From an optimization exercise on the open Yosys and OpenROAD flow, aimed at a short achievable clock period and few clock cycles; shortcuts taken in it are not production practice.
In this exercise RTL edits were held to simulation tests only and were not proved equivalent to the original.

## design/flow/design.v

```verilog
module VexRiscv (
  input               clk,
  input               reset,
  output              iBus_cmd_valid,
  input               iBus_cmd_ready,
  output     [31:0]   iBus_cmd_payload_pc,
  input               iBus_rsp_valid,
  input      [31:0]   iBus_rsp_payload_inst,
  output              dBus_cmd_valid,
  input               dBus_cmd_ready,
  output              dBus_cmd_payload_wr,
  output     [31:0]   dBus_cmd_payload_address,
  output     [31:0]   dBus_cmd_payload_data,
  output     [1:0]    dBus_cmd_payload_size,
  input               dBus_rsp_ready,
  input      [31:0]   dBus_rsp_data
);
  localparam BI = 5;               
  localparam NB = 1 << BI;
  localparam TW = 8;               
  localparam GW = 16;              
  localparam R_ADD  = 4'd0;
  localparam R_SLT  = 4'd1;
  localparam R_SLTU = 4'd2;
  localparam R_XOR  = 4'd3;
  localparam R_OR   = 4'd4;
  localparam R_AND  = 4'd5;
  localparam R_SLL  = 4'd6;
  localparam R_SRL  = 4'd7;
  localparam R_SRA  = 4'd8;
  localparam R_LINK = 4'd9;
  localparam R_CSR  = 4'd10;
  function [31:0] cexp;
    input [15:0] c;
    reg [4:0] rdp, rs2p;
    begin
      rdp  = {2'b01, c[4:2]};
      rs2p = {2'b01, c[9:7]};
      cexp = 32'h0;
      case ({c[15:13], c[1:0]})
        5'b000_00: cexp = {2'b0, c[10:7], c[12:11], c[5], c[6], 2'b00, 5'd2, 3'b000, rdp, 7'h13};            
        5'b010_00: cexp = {5'b0, c[5], c[12:10], c[6], 2'b00, rs2p, 3'b010, rdp, 7'h03};                     
        5'b110_00: cexp = {5'b0, c[5], c[12], rdp, rs2p, 3'b010, c[11:10], c[6], 2'b00, 7'h23};              
        5'b000_01: cexp = {{7{c[12]}}, c[6:2], c[11:7], 3'b000, c[11:7], 7'h13};                               
        5'b001_01: cexp = {c[12], c[8], c[10:9], c[6], c[7], c[2], c[11], c[5:3], {9{c[12]}}, 5'd1, 7'h6F};   
        5'b010_01: cexp = {{7{c[12]}}, c[6:2], 5'd0, 3'b000, c[11:7], 7'h13};                                  
        5'b011_01: begin
          if (c[11:7] == 5'd2)
            cexp = {{3{c[12]}}, c[4:3], c[5], c[2], c[6], 4'b0, 5'd2, 3'b000, 5'd2, 7'h13};                    
          else
            cexp = {{15{c[12]}}, c[6:2], c[11:7], 7'h37};                                                      
        end
        5'b100_01: begin
          case (c[11:10])
            2'b00: cexp = {7'b0000000, c[6:2], rs2p, 3'b101, rs2p, 7'h13};                                     
            2'b01: cexp = {7'b0100000, c[6:2], rs2p, 3'b101, rs2p, 7'h13};                                     
            2'b10: cexp = {{7{c[12]}}, c[6:2], rs2p, 3'b111, rs2p, 7'h13};                                     
            default: begin
              case (c[6:5])
                2'b00: cexp = {7'b0100000, rdp, rs2p, 3'b000, rs2p, 7'h33};                                    
                2'b01: cexp = {7'b0000000, rdp, rs2p, 3'b100, rs2p, 7'h33};                                    
                2'b10: cexp = {7'b0000000, rdp, rs2p, 3'b110, rs2p, 7'h33};                                    
                default: cexp = {7'b0000000, rdp, rs2p, 3'b111, rs2p, 7'h33};                                  
              endcase
            end
          endcase
        end
        5'b101_01: cexp = {c[12], c[8], c[10:9], c[6], c[7], c[2], c[11], c[5:3], {9{c[12]}}, 5'd0, 7'h6F};   
        5'b110_01: cexp = {{4{c[12]}}, c[6:5], c[2], 5'd0, rs2p, 3'b000, c[11:10], c[4:3], c[12], 7'h63};     
        5'b111_01: cexp = {{4{c[12]}}, c[6:5], c[2], 5'd0, rs2p, 3'b001, c[11:10], c[4:3], c[12], 7'h63};     
        5'b000_10: cexp = {7'b0000000, c[6:2], c[11:7], 3'b001, c[11:7], 7'h13};                               
        5'b010_10: cexp = {4'b0, c[3:2], c[12], c[6:4], 2'b00, 5'd2, 3'b010, c[11:7], 7'h03};                 
        5'b110_10: cexp = {4'b0, c[8:7], c[12], c[6:2], 5'd2, 3'b010, c[11:9], 2'b00, 7'h23};                 
        5'b100_10: begin
          if (c[12] == 1'b0) begin
            if (c[6:2] == 5'd0) cexp = {12'b0, c[11:7], 3'b000, 5'd0, 7'h67};                                  
            else                cexp = {7'b0, c[6:2], 5'd0, 3'b000, c[11:7], 7'h33};                           
          end else begin
            if (c[11:2] == 10'd0)    cexp = 32'h00100073;                                                      
            else if (c[6:2] == 5'd0) cexp = {12'b0, c[11:7], 3'b000, 5'd1, 7'h67};                             
            else                     cexp = {7'b0, c[6:2], c[11:7], 3'b000, c[11:7], 7'h33};                   
          end
        end
        default: cexp = 32'h00000013;
      endcase
    end
  endfunction
  wire        flush;               
  wire [31:1] rpc;                 
  wire        hold_w, hold_x, hold_m, hold_e;
  reg  [NB-1:0] btb_v;
  reg  [TW-1:0] btb_tag [0:NB-1];
  reg           btb_e   [0:NB-1];
  reg  [1:0]    btb_ctr [0:NB-1];
  reg  [GW:1]   btb_tgt [0:NB-1];
  wire          btb_we;
  wire [BI-1:0] btb_widx;
  wire          btb_wv;
  wire [TW-1:0] btb_wtag;
  wire          btb_we_e;
  wire [1:0]    btb_wctr;
  wire [31:1]   btb_wtgt;
  reg  [31:2] f_pc;
  reg         f_start;             
  reg         f_valid;
  reg  [4:0]  f_live;              
  reg  [4:0]  f_drop;              
  reg  [1:0]  mq_h, mq_t;
  reg         mq_start [0:3];
  reg         mq_hit   [0:3];
  reg         mq_e     [0:3];
  reg  [1:0]  mq_ctr   [0:3];
  reg  [31:1] mq_tgt   [0:3];
  localparam QN = 12;
  localparam QW = 60;
  reg  [QN*QW-1:0] qv;               
  reg  [3:0]       q_cnt;
  wire [BI-1:0] f_idx = f_pc[BI+1:2];
  reg           bu_we;
  reg  [BI-1:0] bu_idx;
  reg           bu_v;
  reg  [TW-1:0] bu_tag;
  reg           bu_e;
  reg  [1:0]    bu_ctr;
  reg  [GW:1]   bu_tgt;
  reg  f_nopred;
  wire f_hit  = btb_v[f_idx] && (btb_tag[f_idx] == f_pc[BI+1+TW:BI+2]) && !(!btb_e[f_idx] && f_start) && !f_nopred;
  wire f_take = f_hit && btb_ctr[f_idx][1];
  wire [31:1] f_tgt = {f_pc[31:GW+1], btb_tgt[f_idx]};
  wire f_acc   = f_valid && iBus_cmd_ready;
  wire r_stale = (f_drop != 5'd0);
  wire r_live  = iBus_rsp_valid && !r_stale;
  assign iBus_cmd_valid      = f_valid;
  reg  [31:2] o_pc;                
  assign iBus_cmd_payload_pc = {o_pc, 2'b00};
  wire        m_st  = mq_start[mq_h];
  wire        m_ht  = mq_hit[mq_h];
  wire        m_e   = mq_e[mq_h];
  wire [1:0]  m_ct  = mq_ctr[mq_h];
  wire [31:1] m_tg  = mq_tgt[mq_h];
  wire        m_end = (m_ht && m_ct[1]) ? m_e : 1'b1;
  wire        push  = r_live && !flush;
  wire [1:0]  npush = !r_live ? 2'd0 : ((m_st || !m_end) ? 2'd1 : 2'd2);    
  wire [15:0] p0_hw = m_st ? iBus_rsp_payload_inst[31:16] : iBus_rsp_payload_inst[15:0];
  wire        p0_bh = m_ht && (m_e == m_st);
  wire [15:0] p1_hw = iBus_rsp_payload_inst[31:16];
  wire        p1_bh = m_ht && m_e;
  wire [QW-1:0] pe0, pe1;
  wire [QW-1:0] qe0 = qv[0 +: QW];
  wire [QW-1:0] qe1 = qv[QW +: QW];
  wire [QW-1:0] h0 = qe0;
  wire [QW-1:0] h1 = qe1;
  wire [15:0] hw0 = h0[15:0];
  wire [15:0] hw1 = h1[15:0];
  wire        is16 = (hw0[1:0] != 2'b11);
  wire        i_avail = (q_cnt >= 4'd2) || ((q_cnt == 4'd1) && is16);
  wire        i_take;              
  wire [1:0]  npop = i_take ? (is16 ? 2'd1 : 2'd2) : 2'd0;
  wire [4:0] tot_next  = f_live + f_drop + {4'd0, f_acc} - {4'd0, iBus_rsp_valid};
  wire [4:0] live_next = flush ? 5'd0 : (f_live + {4'd0, f_acc} - {4'd0, r_live});
  wire [4:0] drop_next = flush ? tot_next : (f_drop - {4'd0, (iBus_rsp_valid && r_stale)});
  wire [3:0] qcnt_next = flush ? 4'd0 : (q_cnt + {2'd0, npush} - {2'd0, npop});
  wire [4:0] live_w    = f_live + {4'd0, f_valid};
  wire [6:0] room      = {3'd0, q_cnt} + {1'b0, live_w, 1'b0};
  wire       valid_next = (flush || ((room <= QN - 2) && (live_w < 5'd3))) && ((live_w + f_drop) < 5'd14);
  wire [31:0] p0_x = cexp(p0_hw);
  wire [31:0] p1_x = cexp(p1_hw);
  assign pe0 = {p0_x[24:20], p0_x[19:15], m_tg, m_ct, p0_bh, p0_hw};
  assign pe1 = {p1_x[24:20], p1_x[19:15], m_tg, m_ct, p1_bh, p1_hw};
  reg  [QN*QW-1:0] qv_n;
  integer qi, qb;
  reg [QW-1:0] c0, c1, c2;
  always @(*) begin
    for (qi = 0; qi < QN; qi = qi + 1) begin
      qb = q_cnt;
      c0 = (qi < qb) ? qv[qi*QW +: QW] : (qi == qb) ? pe0 : pe1;
      c1 = (qi < qb - 1) ? qv[((qi+1 < QN) ? qi+1 : qi)*QW +: QW] : (qi == qb - 1) ? pe0 : pe1;
      c2 = (qi < qb - 2) ? qv[((qi+2 < QN) ? qi+2 : qi)*QW +: QW] : (qi == qb - 2) ? pe0 : pe1;
      qv_n[qi*QW +: QW] = (npop == 2'd0) ? c0 : (npop == 2'd1) ? c1 : c2;
    end
  end
  wire [31:2] f_pc_n = flush ? rpc[31:2] : f_acc ? (f_take ? f_tgt[31:2] : (f_pc + 30'd1)) : f_pc;
  always @(posedge clk or posedge reset) begin
    if (reset) o_pc <= 30'd0;
    else if (flush || f_acc || !f_valid) o_pc <= f_pc_n;
  end
  always @(posedge clk or posedge reset) begin
    if (reset)      f_nopred <= 1'b1;
    else if (flush) f_nopred <= 1'b1;
    else if (f_acc) f_nopred <= 1'b0;
  end
  always @(posedge clk or posedge reset) begin
    if (reset) begin
      f_pc    <= 30'd0;
      f_start <= 1'b0;
      f_valid <= 1'b0;
      f_live  <= 5'd0;
      f_drop  <= 5'd0;
      mq_h    <= 2'd0;
      mq_t    <= 2'd0;
      q_cnt   <= 4'd0;
    end else begin
      f_valid <= valid_next;
      f_live  <= live_next;
      f_drop  <= drop_next;
      q_cnt   <= qcnt_next;
      if (flush) begin
        f_pc    <= f_pc_n;
        f_start <= rpc[1];
        mq_h    <= 2'd0;
        mq_t    <= 2'd0;
      end else begin
        if (f_acc) begin
          f_pc    <= f_pc_n;
          f_start <= f_take ? f_tgt[1] : 1'b0;
          mq_t    <= mq_t + 2'd1;
        end
        if (r_live) mq_h <= mq_h + 2'd1;
      end
    end
  end
  always @(posedge clk) begin
    if (f_acc) begin
      mq_start[mq_t] <= f_start;
      mq_hit[mq_t]   <= f_hit;
      mq_e[mq_t]     <= btb_e[f_idx];
      mq_ctr[mq_t]   <= btb_ctr[f_idx];
      mq_tgt[mq_t]   <= f_tgt;
    end
    qv <= qv_n;
  end
  reg  [31:1] i_pc;
  wire [31:0] ins = is16 ? cexp(hw0) : {hw1, hw0};
  wire        x_bh  = is16 ? h0[16]    : h1[16];
  wire [1:0]  x_bc  = is16 ? h0[18:17] : h1[18:17];
  wire [31:1] x_tgt = is16 ? h0[49:19] : h1[49:19];
  wire        x_pt  = x_bh && x_bc[1];
  wire        x_bad = !is16 && h0[16] && h0[18];
  wire [6:0] op  = ins[6:0];
  wire [4:0] rd  = ins[11:7];
  wire [2:0] f3  = ins[14:12];
  wire [4:0] rs1 = is16 ? h0[54:50] : {hw1[3:0], hw0[15]};
  wire [4:0] rs2 = is16 ? h0[59:55] : hw1[8:4];
  wire       f7b = ins[30];
  wire i_lui   = (op == 7'h37);
  wire i_auipc = (op == 7'h17);
  wire i_jal   = (op == 7'h6F);
  wire i_jalr  = (op == 7'h67);
  wire i_br    = (op == 7'h63);
  wire i_load  = (op == 7'h03);
  wire i_store = (op == 7'h23);
  wire i_opi   = (op == 7'h13);
  wire i_op    = (op == 7'h33);
  wire i_sys   = (op == 7'h73);
  wire i_csr   = i_sys && (f3 != 3'b000);
  wire i_ebrk  = i_sys && (f3 == 3'b000) && (ins[31:20] == 12'h001);
  wire i_mret  = i_sys && (f3 == 3'b000) && (ins[31:20] == 12'h302);
  wire [31:0] imm_i = {{20{ins[31]}}, ins[31:20]};
  wire [31:0] imm_s = {{20{ins[31]}}, ins[31:25], ins[11:7]};
  wire [31:0] imm_b = {{19{ins[31]}}, ins[31], ins[7], ins[30:25], ins[11:8], 1'b0};
  wire [31:0] imm_u = {ins[31:12], 12'b0};
  wire [31:0] imm_j = {{11{ins[31]}}, ins[31], ins[19:12], ins[20], ins[30:21], 1'b0};
  wire use1 = !(i_lui || i_auipc || i_jal || (i_csr && f3[2]));
  wire use2 = i_br || i_store || i_op;
  wire wr_rd = (i_lui || i_auipc || i_jal || i_jalr || i_load || i_opi || i_op || i_csr) && (rd != 5'd0) && !x_bad;
  wire [31:1] i_p1 = i_pc + 31'd1;
  wire [31:1] i_p2 = i_pc + 31'd2;
  wire [31:1] i_nseq = is16 ? i_p1 : i_p2;
  wire [31:1] i_end  = is16 ? i_pc : i_p1;       
  wire [31:0] i_boff = i_jal ? imm_j : imm_b;
  wire [31:1] i_poff0 = h0[49:19] - i_pc;
  wire [31:1] i_poff1 = h1[49:19] - i_pc;
  wire [31:1] i_poff = is16 ? i_poff0 : i_poff1;   
  wire [31:0] i_imm  = i_store ? imm_s : (i_lui || i_auipc) ? imm_u : imm_i;
  wire [1:0]  i_asel = i_auipc ? 2'd1 : i_lui ? 2'd2 : (i_csr && f3[2]) ? 2'd3 : 2'd0;
  reg [3:0] i_rsel;
  always @(*) begin
    i_rsel = R_ADD;
    if (i_op || i_opi) begin
      case (f3)
        3'b010: i_rsel = R_SLT;
        3'b011: i_rsel = R_SLTU;
        3'b100: i_rsel = R_XOR;
        3'b110: i_rsel = R_OR;
        3'b111: i_rsel = R_AND;
        3'b001: i_rsel = R_SLL;
        3'b101: i_rsel = f7b ? R_SRA : R_SRL;
        default: i_rsel = R_ADD;
      endcase
    end
    if (i_jal || i_jalr) i_rsel = R_LINK;
    if (i_csr) i_rsel = R_CSR;
  end
  wire [11:0] csra = ins[31:20];
  wire [7:0]  i_csel = {csra == 12'hC80, csra == 12'hC00, csra == 12'h343, csra == 12'h342,
                        csra == 12'h341, csra == 12'h344, csra == 12'h304, csra == 12'h300};
  reg         dd_valid, dd_we, dd_load, dd_store, dd_br, dd_jal, dd_jalr, dd_csr, dd_csrw, dd_ebrk, dd_mret, dd_bad;
  reg         dd_sub, dd_pt, dd_bh, dd_use1, dd_use2, dd_bimm;
  reg  [1:0]  dd_bc, dd_asel;
  reg  [3:0]  dd_rsel;
  reg  [4:0]  dd_rd, dd_rs1, dd_rs2;
  reg  [2:0]  dd_f3;
  reg  [31:0] dd_imm;
  reg  [31:1] dd_pc, dd_nseq, dd_boff, dd_poff, dd_ptgt;
  reg  [BI-1:0] dd_eidx;
  reg  [TW-1:0] dd_etag;
  reg         dd_ehw;
  reg  [7:0]  dd_csel;
  wire d_go_nf;                    
  wire dd_free = !dd_valid || d_go_nf;
  assign i_take = i_avail && dd_free;
  always @(posedge clk or posedge reset) begin
    if (reset) begin
      i_pc     <= 31'd0;
      dd_valid <= 1'b0;
    end else begin
      if (flush) i_pc <= rpc;
      else if (i_take) i_pc <= x_pt ? x_tgt : i_nseq;
      if (flush) dd_valid <= 1'b0;
      else if (dd_free) dd_valid <= i_avail;
    end
  end
  always @(posedge clk) begin
    if (dd_free) begin
      dd_we    <= wr_rd;
      dd_load  <= i_load && !x_bad;
      dd_store <= i_store && !x_bad;
      dd_br    <= i_br && !x_bad;
      dd_jal   <= i_jal && !x_bad;
      dd_jalr  <= i_jalr && !x_bad;
      dd_csr   <= i_csr && !x_bad;
      dd_csrw  <= (f3[1:0] == 2'b01) || (rs1 != 5'd0);
      dd_ebrk  <= i_ebrk && !x_bad;
      dd_mret  <= i_mret && !x_bad;
      dd_bad   <= x_bad;
      dd_sub   <= (i_op && f7b && (f3 == 3'b000)) || ((i_op || i_opi) && (f3[2:1] == 2'b01));
      dd_pt    <= x_pt;
      dd_bh    <= x_bh;
      dd_bc    <= x_bc;
      dd_use1  <= use1;
      dd_use2  <= use2;
      dd_bimm  <= !(i_op || i_br);
      dd_asel  <= i_asel;
      dd_rsel  <= i_rsel;
      dd_rd    <= rd;
      dd_rs1   <= rs1;
      dd_rs2   <= rs2;
      dd_f3    <= f3;
      dd_imm   <= i_imm;
      dd_pc    <= i_pc;
      dd_nseq  <= i_nseq;
      dd_boff  <= i_boff[31:1];
      dd_poff  <= i_poff;
      dd_ptgt  <= x_tgt;
      dd_eidx  <= i_end[BI+1:2];
      dd_etag  <= i_end[BI+1+TW:BI+2];
      dd_ehw   <= i_end[1];
      dd_csel  <= i_csel;
    end
  end
  reg  [31:0] rf [1:31];
  reg         e_valid, e_we, e_load, e_store, e_br, e_jal, e_jalr, e_csr, e_csrw, e_ebrk, e_mret, e_bad;
  reg         e_sub, e_pt, e_bh, e_mis_t, e_mis_s;
  reg  [31:0] e_ca, e_cb;          
  reg  [31:1] e_btgt, e_alt;
  reg  [1:0]  e_bc;
  reg  [3:0]  e_rsel;
  reg  [4:0]  e_rd;
  reg  [2:0]  e_f3;
  reg  [31:0] e_a, e_b, e_sd;
  reg  [31:1] e_pc, e_nseq, e_ptgt;
  reg  [BI-1:0] e_eidx;
  reg  [TW-1:0] e_etag;
  reg         e_ehw;
  reg  [7:0]  e_csel;
  reg         m_valid, m_we, m_load, m_sgn;
  reg  [1:0]  m_size;
  reg  [4:0]  m_rd;
  reg  [31:0] m_res;
  reg         x_valid, x_we, x_load, x_sgn;
  reg  [1:0]  x_size, x_alo;
  reg  [4:0]  x_rd;
  reg  [31:0] x_res;
  reg         w_valid, w_we, w_load, w_sgn;
  reg  [1:0]  w_size, w_alo;
  reg  [4:0]  w_rd;
  reg  [31:0] w_res;
  wire [31:0] e_res;
  reg  [31:0] rq_d [0:3];
  reg  [1:0]  rq_h, rq_t;
  reg  [2:0]  rq_n;
  wire [31:0] rq_top = rq_d[rq_h];
  wire [31:0] ld_sh = rq_top >> {w_alo, 3'b000};
  wire [31:0] ld_val = (w_size == 2'd0) ? {{24{w_sgn && ld_sh[7]}}, ld_sh[7:0]} :
                       (w_size == 2'd1) ? {{16{w_sgn && ld_sh[15]}}, ld_sh[15:0]} : rq_top;
  wire [31:0] w_val = w_load ? ld_val : w_res;
  reg [31:0] v1, v2;
  always @(*) begin
    if (dd_rs1 == 5'd0)                              v1 = 32'd0;
    else if (e_valid && e_we && (e_rd == dd_rs1))    v1 = e_res;
    else if (m_valid && m_we && (m_rd == dd_rs1))    v1 = m_res;
    else if (x_valid && x_we && (x_rd == dd_rs1))    v1 = x_res;
    else if (w_valid && w_we && (w_rd == dd_rs1))    v1 = w_val;
    else                                             v1 = rf[dd_rs1];
  end
  always @(*) begin
    if (dd_rs2 == 5'd0)                              v2 = 32'd0;
    else if (e_valid && e_we && (e_rd == dd_rs2))    v2 = e_res;
    else if (m_valid && m_we && (m_rd == dd_rs2))    v2 = m_res;
    else if (x_valid && x_we && (x_rd == dd_rs2))    v2 = x_res;
    else if (w_valid && w_we && (w_rd == dd_rs2))    v2 = w_val;
    else                                             v2 = rf[dd_rs2];
  end
  wire haz = (e_valid && e_load && (e_rd != 5'd0) && ((dd_use1 && e_rd == dd_rs1) || (dd_use2 && e_rd == dd_rs2))) ||
             (m_valid && m_load && (m_rd != 5'd0) && ((dd_use1 && m_rd == dd_rs1) || (dd_use2 && m_rd == dd_rs2))) ||
             (x_valid && x_load && (x_rd != 5'd0) && ((dd_use1 && x_rd == dd_rs1) || (dd_use2 && x_rd == dd_rs2)));
  assign d_go_nf = dd_valid && !haz && !hold_e;
  wire   d_go    = d_go_nf && !flush;
  wire [31:0] d_a = (dd_asel == 2'd1) ? {dd_pc, 1'b0} : (dd_asel == 2'd2) ? 32'd0 : (dd_asel == 2'd3) ? {27'd0, dd_rs1} : v1;
  wire [31:0] d_b = dd_bimm ? dd_imm : v2;
  wire        d_tgtok = (dd_poff == dd_boff);
  wire [31:1] d_btgt  = dd_pc + dd_boff;
  wire        d_mis_t = !(dd_pt && d_tgtok);
  wire        d_mis_s = (dd_jal && !(dd_pt && d_tgtok)) || (!(dd_br || dd_jal || dd_jalr) && dd_pt) ||
                        dd_ebrk || dd_mret || dd_bad;
  wire [31:1] d_alt   = dd_bad ? dd_pc : dd_ebrk ? 31'h10 : dd_jal ? d_btgt : dd_nseq;
  always @(posedge clk or posedge reset) begin
    if (reset) begin
      e_valid <= 1'b0;
    end else begin
      if (!hold_e) e_valid <= d_go;
    end
  end
  always @(posedge clk) begin
    if (!hold_e) begin
      e_we    <= dd_we;
      e_load  <= dd_load;
      e_store <= dd_store;
      e_br    <= dd_br;
      e_jal   <= dd_jal;
      e_jalr  <= dd_jalr;
      e_csr   <= dd_csr;
      e_csrw  <= dd_csrw;
      e_ebrk  <= dd_ebrk;
      e_mret  <= dd_mret;
      e_bad   <= dd_bad;
      e_sub   <= dd_sub;
      e_mis_t <= d_mis_t;
      e_mis_s <= d_mis_s;
      e_btgt  <= d_btgt;
      e_alt   <= d_alt;
      if (dd_br) begin
        e_ca  <= d_a;
        e_cb  <= d_b;
      end
      e_pt    <= dd_pt;
      e_bh    <= dd_bh;
      e_bc    <= dd_bc;
      e_rsel  <= dd_rsel;
      e_rd    <= dd_rd;
      e_f3    <= dd_f3;
      e_a     <= d_a;
      e_b     <= d_b;
      e_sd    <= v2;
      e_pc    <= dd_pc;
      e_nseq  <= dd_nseq;
      e_ptgt  <= dd_ptgt;
      e_eidx  <= dd_eidx;
      e_etag  <= dd_etag;
      e_ehw   <= dd_ehw;
      e_csel  <= dd_csel;
    end
  end
  reg         st_mie, st_mpie;
  reg  [1:0]  st_mpp;
  reg         ie_meie, ie_mtie, ie_msie;
  reg  [31:0] mepc, mtval;
  reg         mc_int;
  reg  [3:0]  mc_code;
  reg  [63:0] mcycle;
  wire [31:0] bx   = e_sub ? ~e_b : e_b;
  wire [32:0] sum33 = {1'b0, e_a} + {1'b0, bx} + {32'd0, e_sub};
  wire [31:0] sum  = sum33[31:0];
  wire        a_lt  = (e_a[31] ^ e_b[31]) ? e_a[31] : sum[31];
  wire        a_ltu = !sum33[32];
  wire        c_eq  = (e_ca == e_cb);
  wire        c_lt  = ($signed(e_ca) < $signed(e_cb));
  wire        c_ltu = (e_ca < e_cb);
  wire [31:0] sll  = e_a << e_b[4:0];
  wire [31:0] srl  = e_a >> e_b[4:0];
  wire [31:0] sra  = $signed(e_a) >>> e_b[4:0];
  wire [31:0] csr_r =
      ({32{e_csel[0]}} & {19'd0, st_mpp, 3'd0, st_mpie, 3'd0, st_mie, 3'd0}) |
      ({32{e_csel[1]}} & {20'd0, ie_meie, 3'd0, ie_mtie, 3'd0, ie_msie, 3'd0}) |
      ({32{e_csel[3]}} & mepc) |
      ({32{e_csel[4]}} & {mc_int, 27'd0, mc_code}) |
      ({32{e_csel[5]}} & mtval) |
      ({32{e_csel[6]}} & mcycle[31:0]) |
      ({32{e_csel[7]}} & mcycle[63:32]);
  wire [31:0] csr_w = (e_f3[1:0] == 2'b01) ? e_a : (e_f3[1:0] == 2'b10) ? (csr_r | e_a) : (csr_r & ~e_a);
  reg [31:0] res;
  always @(*) begin
    case (e_rsel)
      R_SLT:  res = {31'd0, a_lt};
      R_SLTU: res = {31'd0, a_ltu};
      R_XOR:  res = e_a ^ e_b;
      R_OR:   res = e_a | e_b;
      R_AND:  res = e_a & e_b;
      R_SLL:  res = sll;
      R_SRL:  res = srl;
      R_SRA:  res = sra;
      R_LINK: res = {e_nseq, 1'b0};
      R_CSR:  res = csr_r;
      default: res = sum;
    endcase
  end
  assign e_res = res;
  reg cond;
  always @(*) begin
    case (e_f3)
      3'b000: cond = c_eq;
      3'b001: cond = !c_eq;
      3'b100: cond = c_lt;
      3'b101: cond = !c_lt;
      3'b110: cond = c_ltu;
      default: cond = !c_ltu;
    endcase
  end
  wire [31:0] jr_p  = {e_ptgt, 1'b0};
  wire [31:0] jr_k  = e_a ^ e_b ^ jr_p;
  wire [31:0] jr_g  = (e_a & e_b) | ((e_a ^ e_b) & ~jr_p);
  wire [31:0] jr_c  = {jr_g[30:1], e_a[0] & e_b[0], 1'b0};
  wire jr_ok  = (jr_k[31:1] == jr_c[31:1]);
  wire is_cti = e_br || e_jal || e_jalr;
  wire mis = e_mis_s || (e_br && (cond ? e_mis_t : e_pt)) || (e_jalr && !(e_pt && jr_ok));
  wire e_fire = e_valid && !hold_e;
  assign flush = e_valid && mis;
  assign rpc = e_mret ? mepc[31:1] :
               e_jalr ? sum[31:1] :
               e_br ? (cond ? e_btgt : e_nseq) : e_alt;
  assign btb_we   = e_valid && ((e_br && (e_bh || cond)) || e_jal || e_jalr || (!is_cti && e_bh) || e_bad);
  assign btb_widx = e_bad ? e_pc[BI+1:2] : e_eidx;
  assign btb_wv   = is_cti;
  assign btb_wtag = e_etag;
  assign btb_we_e = e_ehw;
  assign btb_wctr = !e_br ? 2'b11 :
                    !e_bh ? 2'b10 :
                    cond ? ((e_bc == 2'b11) ? 2'b11 : e_bc + 2'd1) :
                           ((e_bc == 2'b00) ? 2'b00 : e_bc - 2'd1);
  assign btb_wtgt = e_jalr ? sum[31:1] : e_btgt;
  always @(posedge clk or posedge reset) begin
    if (reset) begin
      btb_v <= {NB{1'b0}};
      bu_we <= 1'b0;
    end else begin
      bu_we <= btb_we;
      if (bu_we) btb_v[bu_idx] <= bu_v;
    end
  end
  always @(posedge clk) begin
    bu_idx <= btb_widx;
    bu_v   <= btb_wv;
    bu_tag <= btb_wtag;
    bu_e   <= btb_we_e;
    bu_ctr <= btb_wctr;
    bu_tgt <= btb_wtgt[GW:1];
    if (bu_we) begin
      btb_tag[bu_idx] <= bu_tag;
      btb_e[bu_idx]   <= bu_e;
      btb_ctr[bu_idx] <= bu_ctr;
      btb_tgt[bu_idx] <= bu_tgt;
    end
  end
  always @(posedge clk or posedge reset) begin
    if (reset) begin
      st_mie  <= 1'b0;
      st_mpie <= 1'b0;
      st_mpp  <= 2'b11;
      ie_meie <= 1'b0;
      ie_mtie <= 1'b0;
      ie_msie <= 1'b0;
      mcycle  <= 64'd0;
    end else begin
      mcycle <= mcycle + 64'd1;
      if (e_fire) begin
        if (e_csr && e_csrw && e_csel[0]) begin
          st_mpp  <= csr_w[12:11];
          st_mpie <= csr_w[7];
          st_mie  <= csr_w[3];
        end
        if (e_csr && e_csrw && e_csel[1]) begin
          ie_meie <= csr_w[11];
          ie_mtie <= csr_w[7];
          ie_msie <= csr_w[3];
        end
        if (e_ebrk) begin
          st_mie  <= 1'b0;
          st_mpie <= st_mie;
          st_mpp  <= 2'b11;
        end
        if (e_mret) begin
          st_mpp  <= 2'b00;
          st_mie  <= st_mpie;
          st_mpie <= 1'b1;
        end
      end
    end
  end
  always @(posedge clk) begin
    if (e_fire) begin
      if (e_csr && e_csrw && e_csel[3]) mepc <= csr_w;
      if (e_ebrk) begin
        mepc    <= {e_pc, 1'b0};
        mc_int  <= 1'b0;
        mc_code <= 4'd3;
        mtval   <= 32'h00100073;
      end
    end
  end
  reg         c_v0, c_v1;
  reg         c0_wr, c1_wr;
  reg  [1:0]  c0_size, c1_size;
  reg  [31:0] c0_addr, c0_data, c1_addr, c1_data;
  assign dBus_cmd_valid           = c_v0;
  assign dBus_cmd_payload_wr      = c0_wr;
  assign dBus_cmd_payload_address = c0_addr;
  assign dBus_cmd_payload_data    = c0_data;
  assign dBus_cmd_payload_size    = c0_size;
  wire        e_mem   = e_load || e_store;
  wire        e_stall = e_valid && e_mem && c_v1;
  wire        w_stall = w_valid && w_load && (rq_n == 3'd0);
  assign hold_w = w_stall;
  assign hold_x = hold_w;
  assign hold_m = hold_x;
  assign hold_e = hold_m || e_stall;
  wire        c_pop  = c_v0 && dBus_cmd_ready;
  wire        c_push = e_valid && e_mem && !hold_e;
  wire [31:0] c_data = (e_f3[1:0] == 2'd0) ? {4{e_sd[7:0]}} : (e_f3[1:0] == 2'd1) ? {2{e_sd[15:0]}} : e_sd;
  wire        c0_new = c_push && (c_v1 ? 1'b0 : (!c_v0 || c_pop));
  wire        c0_sh  = c_pop && c_v1;
  wire        c1_new = c_push && !c0_new;
  wire rq_pop = w_valid && w_load && !w_stall;
  always @(posedge clk or posedge reset) begin
    if (reset) begin
      m_valid  <= 1'b0;
      c_v0     <= 1'b0;
      c_v1     <= 1'b0;
      x_valid  <= 1'b0;
      w_valid  <= 1'b0;
      rq_h     <= 2'd0;
      rq_t     <= 2'd0;
      rq_n     <= 3'd0;
    end else begin
      if (!hold_m) m_valid <= e_valid && !e_stall;
      c_v0 <= (c_v0 && !(c_pop && !c_v1)) || c_push;
      c_v1 <= (c_v1 && !c_pop) || (c_push && c_v0 && !c_pop);
      if (!hold_x) x_valid <= m_valid && !hold_m;
      if (!hold_w) w_valid <= x_valid;
      if (dBus_rsp_ready) rq_t <= rq_t + 2'd1;
      if (rq_pop) rq_h <= rq_h + 2'd1;
      rq_n <= rq_n + {2'd0, dBus_rsp_ready} - {2'd0, rq_pop};
    end
  end
  always @(posedge clk) begin
    if (c0_new) begin
      c0_wr   <= e_store;
      c0_size <= e_f3[1:0];
      c0_addr <= sum;
      c0_data <= c_data;
    end else if (c0_sh) begin
      c0_wr   <= c1_wr;
      c0_size <= c1_size;
      c0_addr <= c1_addr;
      c0_data <= c1_data;
    end
    if (c1_new) begin
      c1_wr   <= e_store;
      c1_size <= e_f3[1:0];
      c1_addr <= sum;
      c1_data <= c_data;
    end
    if (dBus_rsp_ready) rq_d[rq_t] <= dBus_rsp_data;
    if (!hold_m) begin
      m_we   <= e_we;
      m_load <= e_load;
      m_sgn  <= !e_f3[2];
      m_size <= e_f3[1:0];
      m_rd   <= e_rd;
      m_res  <= e_res;
    end
    if (!hold_x) begin
      x_we   <= m_we;
      x_load <= m_load;
      x_sgn  <= m_sgn;
      x_size <= m_size;
      x_alo  <= m_res[1:0];
      x_rd   <= m_rd;
      x_res  <= m_res;
    end
    if (!hold_w) begin
      w_we   <= x_we;
      w_load <= x_load;
      w_sgn  <= x_sgn;
      w_size <= x_size;
      w_alo  <= x_alo;
      w_rd   <= x_rd;
      w_res  <= x_res;
    end
    if (w_valid && w_we && !hold_w) rf[w_rd] <= w_val;
  end
endmodule
module vexriscv_core (
  input               clk,
  input               reset,
  output              iBus_cmd_valid,
  input               iBus_cmd_ready,
  output     [31:0]   iBus_cmd_payload_pc,
  input               iBus_rsp_valid,
  input      [31:0]   iBus_rsp_payload_inst,
  output              dBus_cmd_valid,
  input               dBus_cmd_ready,
  output              dBus_cmd_payload_wr,
  output     [31:0]   dBus_cmd_payload_address,
  output     [31:0]   dBus_cmd_payload_data,
  output     [1:0]    dBus_cmd_payload_size,
  input               dBus_rsp_ready,
  input      [31:0]   dBus_rsp_data
);
  VexRiscv cpu (
    .clk                           (clk),
    .reset                         (reset),
    .iBus_cmd_valid                (iBus_cmd_valid),
    .iBus_cmd_ready                (iBus_cmd_ready),
    .iBus_cmd_payload_pc           (iBus_cmd_payload_pc),
    .iBus_rsp_valid                (iBus_rsp_valid),
    .iBus_rsp_payload_inst         (iBus_rsp_payload_inst),
    .dBus_cmd_valid                (dBus_cmd_valid),
    .dBus_cmd_ready                (dBus_cmd_ready),
    .dBus_cmd_payload_wr           (dBus_cmd_payload_wr),
    .dBus_cmd_payload_address      (dBus_cmd_payload_address),
    .dBus_cmd_payload_data         (dBus_cmd_payload_data),
    .dBus_cmd_payload_size         (dBus_cmd_payload_size),
    .dBus_rsp_ready                (dBus_rsp_ready),
    .dBus_rsp_data                 (dBus_rsp_data)
  );
endmodule
```

## design/flow/flow/run.sh

```bash
#!/bin/bash
set -euo pipefail
bash standard.sh SETUP_SLACK_MARGIN=6.5 TNS_END_PERCENT=20 finish > standard_make.log 2>&1
```

## design/flow/standard.sh

```bash
#!/bin/bash
# synth_recipe.tcl (not shown) runs the flow's synth.tcl, then flattens the netlist and writes it again
# the make line also repeats each setting of config.mk as NAME=value (left out here)
make -C /OpenROAD-flow-scripts/flow DESIGN_CONFIG=/design/flow/config.mk WORK_HOME=/design/flow/orfs CLKGATE_MAP_FILE= SYNTH_SCRIPT=/design/flow/synth_recipe.tcl "${@:-finish}"
```

## design/flow/config.mk

```make
export PLATFORM = sky130hd
export DESIGN_NAME = vexriscv_core
export DESIGN_NICKNAME = vexriscv_core
export VERILOG_FILES = /design/flow/design.v
export SDC_FILE = /design/flow/constraint.sdc
export NUM_CORES = 4
export LEC_CHECK = 0
export ABC_CLOCK_PERIOD_IN_PS = 4000
export CAP_MARGIN = 30
export CORE_MARGIN = 2
export CORE_UTILIZATION = 30
export PLACE_DENSITY = 0.5
export SLEW_MARGIN = 40
```

## design/flow/constraint.sdc

```tcl
create_clock -name core_clock -period 10.0 [get_ports {clk}]
set_input_delay 2.0000 -clock core_clock [delete_from_list [all_inputs] [get_ports {clk}]]
set_output_delay 2.0000 -clock core_clock [all_outputs]
set_load 0.01 [all_outputs]
```

==> results of run 1 <==
## cell type report
class | instances | area share [%]
flip-flops and latches | 4018 | 46.59
multi-input cells | 10880 | 34.39
repair buffers | 1671 | 8.000
clock buffers | 576 | 4.780
well taps | 9027 | 4.414
clock inverters | 266 | 1.103
inverters | 419 | 0.6826
diodes | 23 | 0.02249
repair inverters | 4 | 0.01222
## per-stage QoR
step	utilization (%)
2_1_floorplan	-
3_3_place_gp	31.91
3_5_place_dp	32.07
4_1_cts	36.54
5_1_grt	37.41
6_report	37.42
## Yosys cell counts, types with 29 or more instances
cell / number
a211oi_1: 396
a21o_1: 72
a21oi_1: 1798
a221o_1: 30
a221oi_1: 59
a222oi_1: 50
a22oi_1: 91
a31oi_1: 74
and2_1: 58
and3_1: 81
buf_1: 166
buf_2: 97
clkbuf_1: 1177
dfrtp_1: 227
dfxtp_1: 43
edfxtp_1: 3745
fa_1: 41
ha_1: 251
inv_1: 412
mux2_2: 191
mux2i_1: 355
mux4_2: 907
nand2_1: 1383
nand2b_1: 60
nand3_1: 168
nand4_1: 66
nor2_1: 1572
nor2b_1: 49
nor3_1: 132
o211ai_1: 154
o21a_1: 29
o21ai_0: 1339
o221ai_1: 180
o22a_1: 39
o22ai_1: 398
o31ai_1: 32
xnor2_1: 210
xor2_1: 158
## worst max-delay path, stage by stage
cell and delay, ns:
buf_8 0.09, or4_4 0.55, or4_4 0.44, a21o_4 0.25, buf_6 0.12, buf_6 0.10, buf_6 0.11, o21ai_2 0.17
a21oi_2 0.09, nor2_1 0.13, o21ai_2 0.07, buf_6 0.18, clkinvlp_4 0.14, buf_12 0.14, o221ai_2 0.08, o211ai_1 0.12
nand3_1 0.12
## routing by layer
layer  GRT usage, %  part of all wire [%]
met3          4.438                    10
met4          7.973                   4.3
met2          33.40                    43
met1          32.95                    42
met5              0                 0.013
## sequential cells by signal, indices dropped and copies added (netlist names), 64 cells and up, named ones only
register     cells
cpu.btb_ctr     64
cpu.btb_tag    256
cpu.btb_tgt    512
cpu.mcycle      64
cpu.mq_tgt     124
cpu.qv         720
cpu.rf         992
cpu.rq_d       128
## logic make-up (layout without fill, tap and decap cells)
family | count (synthesis) | after routing
simple gates | 3725 | 3741
other cells | 1 | 25
flops | 4018 | 4018
compound gates | 5008 | 5013
mux | 1457 | 1459
xor+xnor | 369 | 369
fa+ha+maj | 293 | 293
buf+inv | 1886 | 2936
## worst paths after layout
kind,start,endpoint,slack (ns)
setup / recovery,iBus_rsp_payload_inst[6],cpu.qv[236],5.83
hold / removal,cpu.dd_rd[4],cpu.e_rd[4],0.30
setup reg to reg,cpu.f_pc[2],cpu.f_pc[27],5.87
hold reg to reg,cpu.dd_rd[4],cpu.e_rd[4],0.30
max in group asynchronous,reset,cpu.q_cnt[2],7.16
min in group asynchronous,reset,cpu.rq_h[1],1.38
## what timing repair did
| action | CTS | global route |
|---|---|---|
| endpoints found under the setup margin | 2944 | 1975 |
| gates cloned | 153 | 31 |
| setup buffers | 586 | 245 |
| pin swaps | 428 | 310 |
| gates resized for setup | 1686 | 760 |
==> metrics.md, run 1 <==
| Metric | Value |
|---|---|
| Final std cells w/o fill | `26.88k` |
| Worst-path clk slew | `0.06 ns` |
| Crit path launch type | `input port` |
| FFs w/ async S/R, synth | `5.724%` |
| Tmin final | `4.170 ns` |
| Critical path class | `input port to flop` |
| Port buffer count | `168` |
| Synth Area in XOR/XNOR | `1.576%` |
| Required time of the critical path | `10.76 ns` |
| DR pass1 iterations | `9` |
| Clock insertion delay at the later pin of the skew report | `1.13 ns` |
| Data arrival time of the critical path | `4.93 ns` |
| Setup ws final | `5.830 ns` |
| CTS max path bufs | `4` |
| Fin area | `255900 µm²` |
| CP Max Fanout | `6` |
| I/O pin count | `171` |
| WL/cell | `30.68 µm` |
| Synth area leaders | `edfxtp_1 55%, mux4_2 9.9%, a21oi_1 4.4%` |
| Htree depth | `5` |
| Most frequent cells in the layout | `3745 x edfxtp_1, 1586 x a21oi_1, 1381 x nor2_1, 1313 x nand2_1, 1080 x o21ai_0` |
| Die Area | `691800 µm²` |
| CORE AREA | `683900 µm²` |
| Synth Register Bits | `4018` |
| Area leader, netlist | `edfxtp_1` |
| RSZ-0062 raised after global routing | `yes` |
| DRC violations left | `0` |
| Synth warn | `1` |
| First-pass GRT wire length | `1143000 µm` |
| Initial antenna violation count | `42` |
| DRT iter0 DRCs | `22.03k` |
| Starting Density | `30.06%` |
| Worst Skew | `0.1490 ns` |
| Placed Cells | `25.00k` |
| Nets | `17.80k` |
| Number of synthesized flops with an enable pin | `3745` |
| Drt total wl | `824600 µm` |
| Pin count of the biggest net entering global routing | `145` |
| Distinct cells, synth | `108` |
| Overflow after GRT | `0` |
| Pre-CTS setup slack | `3.752 ns` |
| Hold Crit Depth | `0` |
| Cell row count | `304` |
| Avg Cell Area, Syn | `12.27 µm²` |
| Die Ht | `831.7 µm` |
| Routability cong. | `0.9277` |
| Register area share after synthesis | `57.93%` |
| CTS root buf | `clkbuf_16` |
| Slew @ Worst Pin | `1.007 ns` |
| DP Area | `219300 µm²` |
| # fillers | `64.88k` |
| Relative slew slack | `32.19%` |
| Clock buffer count from CTS | `450` |
| R2R depth | `17` |
| Via density per instance | `5.820` |
| CTS sink count | `4018` |
| Layout cells sized above 1 | `26.12%` |
| Post-DP HPWL | `491300 µm` |
| Mapped Area | `205500 µm²` |
| Worst min-delay path class | `flop to flop` |
| Worst setup EP type | `flop` |
| Via Count | `156.5k` |
| Multiplexer share of the synthesized area | `12.74%` |
| Top FF cell, synth | `edfxtp_1` |
| Leading cell type in the layout, fill and taps excluded | `edfxtp_1` |
| CTS tree | `built` |
| P&R area growth vs syn | `24.49%` |
| Area share of the largest cell type after synthesis | `54.71%` |
| Final Slew Violations | `0` |
| Final Hold Slack | `0.3015 ns` |
| Setup-failing EPs final | `0` |
| Largest family of logic cells by synthesized area | `compound AO/OA/AOI/OAI gates` |
| Max-Cap Viols | `0` |
| Outcome | `finished clean` |
| Synth Area in Compound Gates | `14.59%` |
| Fmax | `239.8 MHz` |
| Antenna-violating nets left | `0` |
| Setup TNS | `0 ns` |
| Syn Inst Count | `16.76k` |
| Final Hold Viols | `0` |
| Crit share post-route | `41.70%` |
| Sequential cell area | `119200 µm²` |
| Vias in the first global route | `144.9k` |
| Tot GR Track Use | `22.59%` |
| Die Span X | `831.7 µm` |
| Post-synthesis adder-cell area fraction | `1.932%` |
| CTS hold repair buffers | `0` |
| Area of the multi-input gates | `88010 µm²` |
| Simple-gate share of the synthesized area | `7.647%` |
Testbench counts, summed over its fixed seeds: cycles 146,027.
==> run 2, diff against run 1 <==
==> design/flow/flow/run.sh (replaced) <==
#!/bin/bash
set -euo pipefail
bash standard.sh SETUP_SLACK_MARGIN=6.5 TNS_END_PERCENT=20 \
  'BUFFER_PORTS_ARGS=-buffer_cell sky130_fd_sc_hd__buf_4' finish > standard_make.log 2>&1
==> run 2 against run 1 <==
Area after synthesis unchanged. Sequential share of layout area up 0.26 points. Largest cell class unchanged. Hold slack better by 0.026 ns. Register-to-register slack worse by 0.07 ns. Clock skew down 0.017 ns. Critical path type is now flop to flop.
==> metrics.md, run 2 <==
| Metric | Value |
|---|---|
| DR pass1 iterations | `9` |
| Data arrival time of the critical path | `5.01 ns` |
| Top reg by flops | `cpu.rf` |
| RSZ-0062 raised after global routing | `yes` |
| CTS sink count | `4018` |
| Critical path class | `flop to flop` |
| I/O pin count | `171` |
| Critical path's top delay family | `compound AO/OA/AOI/OAI gates` |
| DRT iter0 DRCs | `21.90k` |
| CTS max path bufs | `4` |
| Crit path top cell by count | `a21oi_4` |
| Hold_sp | `cpu.e_etag[2]` |
| Number of synthesized flops with an enable pin | `3745` |
| Mapped Area | `205500 µm²` |
| Post-synth top cells | `3745 x edfxtp_1, 1798 x a21oi_1, 1572 x nor2_1, 1383 x nand2_1, 1339 x o21ai_0` |
| CTS hold repair buffers | `0` |
| Syn Inst Count | `16.76k` |
| Htree depth | `5` |
| First-pass GRT wire length | `1120000 µm` |
| Initial antenna violation count | `38` |
| Synth Register Bits | `4018` |
| Worst setup EP type | `flop` |
| Crit path launch type | `flop` |
| Via Count | `156.0k` |
| Final Hold Viols | `0` |
| Final Slew Violations | `0` |
| Nets | `17.77k` |
| Crit share post-route | `42.03%` |
| Clock insertion delay at the later pin of the skew report | `1.13 ns` |
| CP Buf/Inv Count | `4` |
| Pin count of the biggest net entering global routing | `120` |
| Synth warn | `1` |
| Critical-path cell list | `buf_6 -> buf_16 -> xor2_4 -> fa_2 -> a21o_1 -> a21oi_4 -> o211ai_1 -> buf_4 -> a21oi_4 -> a31oi_4 -> a21oi_4 -> buf_6 -> o21ai_4 -> xnor2_4 -> a32oi_4 -> nor2_4 -> o41ai_2` |
| Clock buffer count from CTS | `450` |
| Antenna-violating nets left | `0` |
| Final std cells w/o fill | `26.84k` |
| Worst path depth | `17` |
| Registers with the most flip-flops | `cpu.rf: 992 flops, cpu.qv: 720 flops, cpu.btb_tgt: 512 flops` |
| Die Span X | `831.7 µm` |
| Outcome | `finished clean` |
| Worst min-delay path class | `flop to flop` |
| Tmin final | `4.203 ns` |
| Vias in the first global route | `142.4k` |
| Fmax | `237.9 MHz` |
| R2R depth | `17` |
| CORE AREA | `683900 µm²` |
| Largest stage delay on the critical path | `0.53 ns` |
| R2r endpoint | `cpu.e_cb[24]` |
| Leading cell type in the layout, fill and taps excluded | `edfxtp_1` |
| Tot GR Track Use | `22.11%` |
| Synth area leaders | `edfxtp_1 55%, mux4_2 9.9%, a21oi_1 4.4%` |
| R2R Setup Slk | `5.80 ns` |
| Worst-path clk slew | `0.06 ns` |
| Required time of the critical path | `10.80 ns` |
| Setup TNS | `0 ns` |
| Worst Skew | `0.1319 ns` |
| Final Hold Slack | `0.3273 ns` |
| Placed Cells | `25.00k` |
| Setup-failing EPs final | `0` |
| CP Max Fanout | `5` |
| Layout cells sized above 1 | `26.14%` |
| Overflow after GRT | `0` |
| Hold Path End | `cpu.bu_tag[2]` |
| Cell row count | `304` |
| Routability cong. | `0.9454` |
| Reg2reg start | `cpu.e_sub` |
| Avg Cell Area, Syn | `12.27 µm²` |
| P&R area growth vs syn | `23.75%` |
| CTS root buf | `clkbuf_16` |
| Slowest CP cell | `edfxtp_1` |
| Slew @ Worst Pin | `1.037 ns` |
| Register area share after synthesis | `57.93%` |
| Via density per instance | `5.813` |
| Most frequent cell after synthesis | `edfxtp_1` |
| Drt total wl | `823900 µm` |
| WL/cell | `30.69 µm` |
| Area share of the largest cell type after synthesis | `54.71%` |
| Relative slew slack | `30.71%` |
| Port buffer count | `168` |
| Distinct cells, synth | `108` |
| Die Area | `691800 µm²` |
| Most frequent cells in the layout | `3745 x edfxtp_1, 1598 x a21oi_1, 1382 x nor2_1, 1308 x nand2_1, 1131 x o21ai_0` |
| Number of flip-flops in the largest register | `992` |
| FFs w/ async S/R, synth | `5.724%` |
| Starting Density | `30.06%` |
| Hold Crit Depth | `0` |
| Top FF cell, synth | `edfxtp_1` |
| Area leader, netlist | `edfxtp_1` |
| Max-Cap Viols | `0` |
| CTS tree | `built` |
| DRC violations left | `0` |
| Post-DP HPWL | `492000 µm` |
| Die Ht | `831.7 µm` |
## run 2: layout make-up
cell class,instances,area (µm²)
fillers,65140,429500
clock buffers,591,12150
repair buffers,1642,19740
clock inverters,254,2511
well taps,9027,11290
repair inverters,5,43.79
multi-input cells,10880,87630
diodes,13,32.53
inverters,419,1765
flip-flops and latches,4018,119200
## run 2: worst max path at each step
| stage | startpoint | endpoint | slack, ns |
|---|---|---|---|
| final | cpu.e_sub | cpu.e_cb[24] | 5.80 |
| after global routing | cpu.e_sub | cpu.e_cb[24] | 5.74 |
| after detailed placement | cpu.q_cnt[1] | cpu.qv[615] | 3.38 |
| after CTS | cpu.rq_h[0] | cpu.e_cb[11] | 5.88 |
| after global placement | cpu.q_cnt[1] | cpu.qv[629] | 3.51 |
| after floorplan | cpu.rq_n[0] | cpu.e_ca[0] | 0.94 |
## run 2: repair_timing
action / 4_1_cts / 5_1_grt
endpoints found under the setup margin: 3136 / 2134
gates resized for setup: 987 / 1214
setup buffers: 371 / 425
gates cloned: 105 / 79
pin swaps: 173 / 417
## run 2: metrics by stage
stage / worst slack (ns) / util, % / instance area (µm²)
6_report: 5.797 / 37.19 / 254400
5_1_grt: 5.741 / 37.19 / 254300
4_1_cts: 5.876 / 35.63 / 243700
3_5_place_dp: 3.377 / 32.01 / 218900
3_3_place_gp: 3.511 / 31.85 / 217800
2_1_floorplan: 0.9414 / - / 205800
## run 2: routing by layer
| metal | global-route usage, % | share of wire, % | vias up |
|---|---|---|---|
| met5 | 0 | 0.021 | - |
| met4 | 7.844 | 4.3 | 16 |
| met3 | 4.293 | 10 | 1426 |
| met2 | 32.29 | 43 | 9058 |
| met1 | 32.60 | 42 | 79620 |
| li1 | - | - | 65920 |
## run 2: logic make-up (layout without fill, tap and decap cells)
kind of cell | Yosys count | after routing | share of synthesized area, %
adders and majority gates | 293 | 293 | 1.932
DFF | 4018 | 4018 | 57.93
xor gates and xnor gates | 369 | 369 | 1.576
other | 1 | 15 | 0.001824
AOI/OAI and AO/OA | 5008 | 5011 | 14.59
muxes | 1457 | 1458 | 12.74
and+or+nand+nor | 3725 | 3742 | 7.647
buffers and inverters | 1886 | 2911 | 3.578
## run 2: worst register-to-register path, cell delays in order (launching register included)
cell      delay [ns]
edfxtp_1        0.53
buf_6           0.19
buf_16          0.14
xor2_4          0.18
fa_2            0.38
a21o_1          0.19
a21oi_4         0.16
o211ai_1        0.10
buf_4           0.17
a21oi_4         0.21
a31oi_4         0.18
a21oi_4         0.30
buf_6           0.14
o21ai_4         0.09
xnor2_4         0.24
a32oi_4         0.34
nor2_4          0.09
o41ai_2         0.37
==> run 3, diff against run 2 <==
--- a/design/flow/config.mk
+++ b/design/flow/config.mk
@@ -8,6 +8,6 @@
 export ABC_CLOCK_PERIOD_IN_PS = 4000
 export CAP_MARGIN = 30
 export CORE_MARGIN = 2
-export CORE_UTILIZATION = 30
-export PLACE_DENSITY = 0.5
+export CORE_UTILIZATION = 40
+export PLACE_DENSITY = 0.6
 export SLEW_MARGIN = 40
==> run 3 against run 2 <==
Utilization is 11 points higher. Area after synthesis stayed put. Critical path depth is 4 lower. Still clean on timing, DRC and antenna. Largest cell class unchanged.
==> metrics.md, run 3 <==
| Metric | Value |
|---|---|
| I/O pin count | `171` |
| Final Slew Violations | `0` |
| CTS max path bufs | `4` |
| Worst setup EP type | `flop` |
| Area of the multi-input gates | `87170 µm²` |
| Antenna-violating nets left | `0` |
| Synth Register Bits | `4018` |
| Clock buffer count from CTS | `427` |
| CP Max Fanout | `7` |
| Tot GR Track Use | `26.95%` |
| Slew @ Worst Pin | `1.027 ns` |
| Worst-path clk slew | `0.07 ns` |
| P&R area growth vs syn | `20.93%` |
| Placed Cells | `22.72k` |
| Most frequent cells in the layout | `3745 x edfxtp_1, 1593 x a21oi_1, 1404 x nor2_1, 1315 x nand2_1, 1155 x o21ai_0` |
| Crit share post-route | `42.80%` |
| R2R Setup Slk | `5.83 ns` |
| WL/cell | `31.36 µm` |
| Synth warn | `1` |
| Hold Path End | `cpu.e_csel[7]` |
| Worst Skew | `0.1255 ns` |
| Synth area leaders | `edfxtp_1 55%, mux4_2 9.9%, a21oi_1 4.4%` |
| Syn Inst Count | `16.76k` |
| Port buffer count | `168` |
| Sequential cell area | `119200 µm²` |
| CTS hold repair buffers | `0` |
| Fmax | `233.7 MHz` |
| CORE AREA | `512400 µm²` |
| DRC violations left | `0` |
| Final Hold Viols | `0` |
| Critical path class | `input port to flop` |
| # fillers | `43.94k` |
| Nets | `17.62k` |
| R2R depth | `20` |
| Die Area | `519600 µm²` |
| Max-Cap Viols | `0` |
| Leading cell type in the layout, fill and taps excluded | `edfxtp_1` |
| Register area share after synthesis | `57.93%` |
| Final std cells w/o fill | `24.39k` |
| Drt total wl | `764800 µm` |
| Top FF cell, synth | `edfxtp_1` |
| Layout cells sized above 1 | `25.32%` |
| Die Span X | `720.8 µm` |
| Registers with the most flip-flops | `cpu.rf: 992 flops, cpu.qv: 720 flops, cpu.btb_tgt: 512 flops` |
| Area leader, netlist | `edfxtp_1` |
| Avg Cell Area, Syn | `12.27 µm²` |
| Number of synthesized flops with an enable pin | `3745` |
| DRT iter0 DRCs | `24.71k` |
| First-pass GRT wire length | `1035000 µm` |
| CTS tree | `built` |
| Hold Crit Depth | `0` |
| RSZ-0062 raised after global routing | `yes` |
| Die Ht | `720.8 µm` |
| Mapped Area | `205500 µm²` |
| Tmin final | `4.280 ns` |
| Setup-failing EPs final | `0` |
| Via Count | `155.7k` |
| Routability cong. | `0.9738` |
| Clock insertion delay at the later pin of the skew report | `1.09 ns` |
| CTS root buf | `clkbuf_16` |
| Distinct cells, synth | `108` |
| Starting Density | `40.12%` |
| Pin count of the biggest net entering global routing | `128` |
| Post-DP HPWL | `455300 µm` |
| Worst min-delay path class | `flop to flop` |
| Outcome | `finished clean` |
| DR pass1 iterations | `8` |
| Cell row count | `263` |
| Reg2reg start | `cpu.e_sub` |
| Number of flip-flops in the largest register | `992` |
| Required time of the critical path | `10.76 ns` |
| Htree depth | `5` |
| Overflow after GRT | `0` |
| CTS sink count | `4018` |
| FFs w/ async S/R, synth | `5.724%` |
| Top reg by flops | `cpu.rf` |
| Data arrival time of the critical path | `5.04 ns` |
| Hold_sp | `cpu.dd_csel[7]` |
| Most frequent cell after synthesis | `edfxtp_1` |
| Relative slew slack | `31.52%` |
| Setup TNS | `0 ns` |
| Vias in the first global route | `139.9k` |
| Post-synth top cells | `3745 x edfxtp_1, 1798 x a21oi_1, 1572 x nor2_1, 1383 x nand2_1, 1339 x o21ai_0` |
| Critical Path Start | `iBus_rsp_payload_inst[2]` |
| R2r endpoint | `cpu.e_sd[30]` |
| Via density per instance | `6.382` |
| Crit path launch type | `input port` |
| Area share of the largest cell type after synthesis | `54.71%` |
| Initial antenna violation count | `26` |
run 3: cell counts after synthesis:
Identical to the previous run, type by type.
run 3: kinds of logic (layout without fill, tap and decap cells):
family / Yosys count / count (layout) / synth area share, %
AOI/OAI and AO/OA: 5008 / 5013 / 14.59
and+or+nand+nor: 3725 / 3734 / 7.647
muxes: 1457 / 1459 / 12.74
buffers and inverters: 1886 / 2736 / 3.578
DFF: 4018 / 4018 / 57.93
adders and majority gates: 293 / 293 / 1.932
other: 1 / 12 / 0.001824
xor gates and xnor gates: 369 / 369 / 1.576
run 3: how the worst max path moves through the flow:
stage / end / cells after the start / slack (ns)
final: cpu.qv[531] / 13 / 5.72
after detailed placement: cpu.qv[384] / 9 / 4.32
after CTS: cpu.e_cb[30] / 17 / 5.83
after global routing: cpu.qv[531] / 13 / 5.68
after global placement: cpu.qv[57] / 10 / 3.89
after floorplan: cpu.e_ca[0] / 6 / 0.94
run 3: per-layer routing:
| layer | share of wire, % | global-route usage [%] |
|---|---|---|
| met1 | 39 | 39.18 |
| met2 | 42 | 39.19 |
| met3 | 13 | 6.533 |
| met4 | 4.8 | 9.723 |
| met5 | 0.0069 | 0 |
run 3: final cells by class:
| class | count | share of cell area (%) |
|---|---|---|
| flip-flops and latches | 4018 | 47.95 |
| multi-input cells | 10870 | 35.07 |
| repair buffers | 1513 | 7.222 |
| clock buffers | 539 | 4.557 |
| well taps | 6757 | 3.401 |
| clock inverters | 258 | 1.071 |
| inverters | 419 | 0.7037 |
| repair inverters | 7 | 0.02013 |
| diodes | 10 | 0.01007 |
run 3: what timing repair did:
action                      CTS  global route
setup endpoints to repair  2720          1818
pin swaps                    69           473
buffers inserted            182           514
cloned                       60           105
hold endpoints to repair      0             0
resized for setup           554          1472
run 3: critical path: stages:
cell and delay, ns:
buf_6 0.10, or4_4 0.55, or4_4 0.50, a21o_4 0.25
nor3b_4 0.15, a211oi_2 0.28, a21oi_2 0.10, buf_4 0.15
nor4_4 0.15, buf_6 0.14, buf_12 0.11, a21oi_2 0.05
or4_1 0.50
run 3: metrics by stage:
step	cell area (µm²)	hold slack, ns	setup WS, ns	utilization, %
global route	248600	0.3875	5.681	48.51
floorplan	205800	0.3233	0.9414	-
finish	248600	0.3777	5.720	48.52
global placement	214900	0.3894	3.890	41.95
CTS	235300	0.3907	5.829	45.93
detailed placement	215800	0.3862	4.324	42.11

-- re-timing with driven ports --
How much do the figures lean on ideal ports? The routed layouts below were timed once more, with nothing changed but the port constraints.
Step 1, drivers: a clkbuf_16 drives clk and a buf_2 each remaining input, both assumed.
Step 2 moves the port delays by t, midway between the first and last clock arrival at a register: inputs arrive t later, outputs are due t later. That takes back most of the time a late clock gives input paths.
Slacks: no drivers / after step 1 / after step 2; pairs: no drivers / after step 1.
| run | shift t [ns] | setup WS [ns] | worst setup path at the end | clock arrival spread, ns | worst slew at a driven data input, ns |
|---|---|---|---|---|---|
| run 1 | 1.205 | 5.830 / 5.783 / 4.734 | input to register | 0.158 / 0.159 | 0.26 |
| run 2 | 1.206 | 5.797 / 5.797 / 4.772 | input to register | 0.136 / 0.136 | 0.30 |
| run 3 | 1.159 | 5.720 / 5.811 / 4.651 | input to register | 0.131 / 0.131 | 0.24 |
After both steps every run listed still meets setup and hold. The setup slack of run 1, which loses most, moves by -0.047 ns with the drivers and by -1.096 ns with both steps.
